What follows belongs to an exercise in optimizing a design on an open flow for small area and few clock cycles per item; a production flow would make more cautious choices. RTL that was checked went through simulation tests only; none was proved equivalent to the original. Power is estimated from default activity; no workload was simulated.

## rev 12
==> flow/design.v <==
module top (clock, start, BestDist, motionX, motionY, AddressR, AddressS1, AddressS2, R, S1, S2, completed);
	input clock;
	input start;
	output [7:0] BestDist;
	output [3:0] motionX, motionY;
	output completed;
	input [7:0] R, S1, S2;
	output [7:0] AddressR;
	output [9:0] AddressS1, AddressS2;
	localparam IDLE = 3'd0, FILL = 3'd1, RUN = 3'd2, SEL = 3'd3, DONE = 3'd4;
	reg [2:0] st;
	reg [7:0] p;           
	reg [3:0] phi;         
	reg pass2;
	reg [3:0] K;           
	reg [7:0] n;           
	reg [7:0] best;
	reg [3:0] mvx, mvy;
	assign AddressR  = p;
	wire [3:0] am1 = p[7:4] - 4'd1;
	wire [3:0] Kc;         
	wire sw;               
	wire [4:0] r1 = {1'b0, K} + {1'b0, p[7:4]} + {4'd0, sw};
	wire [4:0] r2 = {1'b0, K} + {1'b0, am1} + {4'd0, sw};
	assign AddressS1 = {r1, 1'b0, p[3:0]};
	assign AddressS2 = {r2, 1'b1, p[3:0]};
	assign BestDist  = best;
	assign motionX   = mvx;
	assign motionY   = mvy;
	wire [8*16-1:0] rin;    
	wire [15:0] th_all;
	genvar g;
	generate for (g = 0; g < 16; g = g + 1) begin : thd
		assign th_all[g] = (p[3:0] >= g);
	end endgenerate
	wire [8*16-1:0] accs;
	wire [15:0] alive;
	wire load = ((st == RUN) && (n == 8'd0)) || sw;
	wire rebias = (st == SEL) && any_alive;
	wire [7:0] dlt;         
	assign rin[7:0] = R;
	genvar j;
	generate
		for (j = 0; j < 16; j = j + 1) begin : pe
			PE u (.clock(clock), .r(rin[8*j+7:8*j]), .s1(S1), .s2(S2), .use_s1(th_all[j]),
			      .load(load), .rebias(rebias), .nb(~best), .dlt(dlt),
			      .acc(accs[8*j+7:8*j]), .alive(alive[j]));
			if (j < 15) begin : rp
				reg [7:0] rpipe;
				always @(posedge clock) rpipe <= rin[8*j+7:8*j];
				assign rin[8*j+15:8*j+8] = rpipe;
			end
		end
	endgenerate
	reg [7:0] selv;
	reg [3:0] seli;
	integer q;
	always @* begin
		selv = 8'd0;
		seli = 4'd0;
		for (q = 15; q >= 0; q = q - 1)
			if (alive[q]) begin
				selv = accs[8*q +: 8];
				seli = q;
			end
	end
	assign dlt = ~selv;
	wire any_alive = |alive;
	wire last_row = (K == 4'd15);
	localparam [7:0] T1 = 8'd32;
	wire found = ~best[5];                  
	wire give_up = !pass2 && !found && (phi == 4'd14);
	wire row_out = ((st == RUN) && (n != 8'd0) || (st == SEL)) && !any_alive;
	wire pass_end = row_out && last_row;
	wire to_done = pass_end && (pass2 || found);
	wire new_pass = (pass_end && !to_done) || (give_up && (st == RUN || st == SEL));
	assign sw = row_out && !to_done && !new_pass;
	assign completed = (st == DONE) || to_done;
	assign Kc = sw ? K + 4'd1 : K;
	reg [2:0] st_n;
	reg [3:0] K_n;
	reg [7:0] n_n;
	always @* begin
		st_n = st;
		K_n = Kc;
		n_n = n + 8'd1;
		case (st)
			IDLE: begin st_n = FILL; K_n = 4'd0; n_n = 8'd0; end
			FILL: if (n == 8'd13) begin st_n = RUN; n_n = 8'd0; end
			RUN: if (!sw && n == 8'd255) st_n = SEL;
			default: ;
		endcase
		if (sw) begin
			st_n = RUN;
			n_n = 8'd1;
		end
		if (to_done) st_n = DONE;
		if (new_pass) begin
			st_n = RUN;
			n_n = 8'd0;
			K_n = 4'd0;
		end
		if (!start) st_n = IDLE;
	end
	wire [7:0] p_n = start ? p + 8'd1 : 8'd0;
	always @(posedge clock) begin
		st <= st_n;
		K <= K_n;
		n <= n_n;
		p <= p_n;
		if (st == IDLE) phi <= 4'd0;
		else if (p == 8'hFF) phi <= phi + 4'd1;
		if (st == IDLE) pass2 <= 1'b0;
		else if (new_pass) pass2 <= 1'b1;
		if (st == IDLE)
			best <= T1;
		else if (new_pass)
			best <= 8'hFF;
		else if (rebias) begin
			best <= selv + best + 8'd1;
			mvx <= {~seli[3], seli[2:0]};
			mvy <= {~K[3], K[2:0]};
		end
	end
endmodule
module PE (clock, r, s1, s2, use_s1, load, rebias, nb, dlt, acc, alive);
	input clock;
	input [7:0] r, s1, s2;
	input use_s1, load, rebias;
	input [7:0] nb;         
	input [7:0] dlt;        
	output reg [7:0] acc;
	output alive;
	wire [7:0] s = use_s1 ? s1 : s2;
	wire [8:0] t = {1'b0, r} + {1'b0, ~s};
	wire c = t[8];
	wire [7:0] x = load ? nb : acc;
	wire [7:0] y = rebias ? dlt : (t[7:0] ^ {8{~c}});
	wire ci = c & ~rebias;
	wire [8:0] sum = {1'b0, x} + {1'b0, y} + {8'd0, ci};
	assign alive = ~&acc;
	always @(posedge clock) acc <= sum[8] ? 8'hFF : sum[7:0];
endmodule
Settings: LEC_CHECK=0, ABC_AREA=1, CAP_MARGIN=20, CORE_MARGIN=2, CORE_UTILIZATION=60, CTS_BUF_LIST=sky130_fd_sc_hd__clkbuf_8, CTS_CLUSTER_DIAMETER=60, CTS_CLUSTER_SIZE=30, GPL_ROUTABILITY_DRIVEN=0, GPL_TIMING_DRIVEN=0, SETUP_SLACK_MARGIN=0.05, SLEW_MARGIN=20; clock period 5.5 ns.
run.sh (not shown) runs the stock make flow with config.mk's settings and CLKGATE_MAP_FILE= SYNTH_SCRIPT=/design/flow/synth_recipe.tcl, a recipe that flattens the netlist after the stock synthesis.
Rev 12 reached the end of the flow, and the finished layout is clean on the timing, DRC and antenna checks.
Testbench counts of rev 12, summed over its fixed seeds: cycles 26,731, searches 48.
Modified inputs, rev 13 compared to rev 12
Settings: removing GPL_ROUTABILITY_DRIVEN (formerly 0); changing SETUP_SLACK_MARGIN from 0.05 to 0.1; changing CORE_UTILIZATION from 60 to 70.
==> comparison <==
Rev 13 reached the final stage; the timing, DRC and antenna checks on its layout passed.
Rev 12 went all the way through synthesis, placement and routing and the layout is clean on timing, DRC and antenna.
In the flow results for rev 13 and rev 12, the number of setup buffers added after CTS is smaller on rev 13.
Layout-stage area growth over the synthesis result in rev 13 is 0.52 points higher than in rev 12
Number of logic stages on the critical path including buffering ends up higher on rev 13.
Detail-routed net length per standard cell: rev 13 vs rev 12 up about 9%
Critical path arrival: rev 13 vs rev 12 up 1.67 ns
Per the comparison of rev 13 with rev 12, register-to-register slack -0.09 ns; final net count rose 0.45%; first-pass GRT wire length now larger; design area went up; via count has increased.

* * *

Starts from the design.v that is shown in full above.
make LEC_CHECK=0 ABC_AREA=1 CAP_MARGIN=20 CORE_MARGIN=2 CORE_UTILIZATION=60 CTS_BUF_LIST=sky130_fd_sc_hd__clkbuf_8 CTS_CLUSTER_DIAMETER=60 CTS_CLUSTER_SIZE=30 GPL_TIMING_DRIVEN=0 PLACE_DENSITY=0.8 SETUP_SLACK_MARGIN=0.05 SLEW_MARGIN=20 finish   # period 5.5 ns
Testbench counts at the start, summed over its fixed seeds: cycles 26,731, searches 48.
Rerun with:
- PLACE_DENSITY: 0.8 -> unset
What happened:
- The changed run finished clean
- final cell count barely changes
- first-iteration DRC count went down by about 0.4%
- sequential cell count stays the same
- power came out lower by about 1.4%
- critical path depth does not change
- routed wire length falls by about 0.5%
- worst hold slack got worse by 0.0033 ns
- die area is unchanged
- global-route usage stays flat
- clock-buffer cell count came out higher by 3
Rerun with:
- CORE_UTILIZATION: 60 -> 65
- SETUP_SLACK_MARGIN: 0.05 -> 0.1
=> The changed run finished clean; non-clock buffer count rose by 1; setup slack gets worse by 0.021 ns; power goes up slightly; sequential power stays flat; synthesized area does not change; routed wire length grows slightly.
Rerun with:
- CORE_UTILIZATION: 65 -> 55
What happened:
- routed wire length came out higher by 1.5%
- flip-flop and latch count does not change
- maximum frequency rises by 2.4%
- critical path depth rose by 4
- synthesized cell count stays the same
- final cell count rose by 2.1%

* * *

top, a different RTL version from the one above (not shown whole).
For scale: ~3,500 cells after synthesis, roughly 320 flip-flops, roughly 71 I/O pins, about 25,000 sq um of cells after synthesis.
Design top, start of the top module:
module top (clock, start, BestDist, motionX, motionY, AddressR, AddressS1, AddressS2, R, S1, S2, completed);
make LEC_CHECK=0 ABC_AREA=1 CAP_MARGIN=20 CORE_MARGIN=2 CORE_UTILIZATION=40 GPL_TIMING_DRIVEN=0 SLEW_MARGIN=20 finish   # period 5.5 ns
Next try:
CTS_BUF_LIST = sky130_fd_sc_hd__clkbuf_4   (was unset)
Wire length barely changes.
Final area came out lower slightly.
Total power came out lower by a few percent.
Setup slack improved by 0.061 ns.
Clock power came out lower by about a fifth.
Area after synthesis is unchanged.
First-iteration DRC count came out lower by a few percent.
No run of this note included a check of the RTL's function; only the layout flow was run.

-- port drivers added, routing unchanged --
The flow's constraints put no driver on any port. The routed layouts listed below were extracted and timed again, unchanged, in two steps. Step 1: set_driving_cell puts a clkbuf_16 on clock and a buf_2 on each other input, an assumption about the parent block. Step 2 adds t to the input delays and takes it off the output delays; t is the mean of the earliest and latest rising clock arrival at the registers after step 1. Input paths then give back, and output paths get back, about the clock's delay inside the block. a / b / c = ideal / step 1 / step 2; a / b = the first two.
run	t, ns	setup WS [ns]	worst hold slack (ns)	worst setup path after step 2
rev 12	0.727	0.178 / 0.126 / -0.395	0.354 / 0.354 / 0.354	input to register
rev 13	0.698	0.124 / 0.124 / -0.525	0.358 / 0.358 / 0.358	input to register
the first run of note 2	0.713	0.198 / 0.143 / -0.427	0.352 / 0.352 / 0.352	input to register
the second run of note 2	0.722	0.185 / 0.126 / -0.416	0.349 / 0.349 / 0.349	input to register
the third run of note 2	0.676	0.164 / 0.164 / -0.301	0.350 / 0.350 / 0.350	input to register
the fourth run of note 2	0.665	0.290 / 0.236 / -0.329	0.359 / 0.359 / 0.359	input to register
the first run of note 3	0.637	0.240 / 0.278 / -0.359	0.356 / 0.356 / 0.356	input to register
the second run of note 3	0.911	0.301 / 0.334 / -0.577	0.338 / 0.338 / 0.338	input to register
With both steps, setup timing fails in every run listed, where it was met with ideal ports. For the second run of note 3, which loses most, drivers alone change the setup slack by +0.033 ns; drivers and shift together by -0.878 ns.
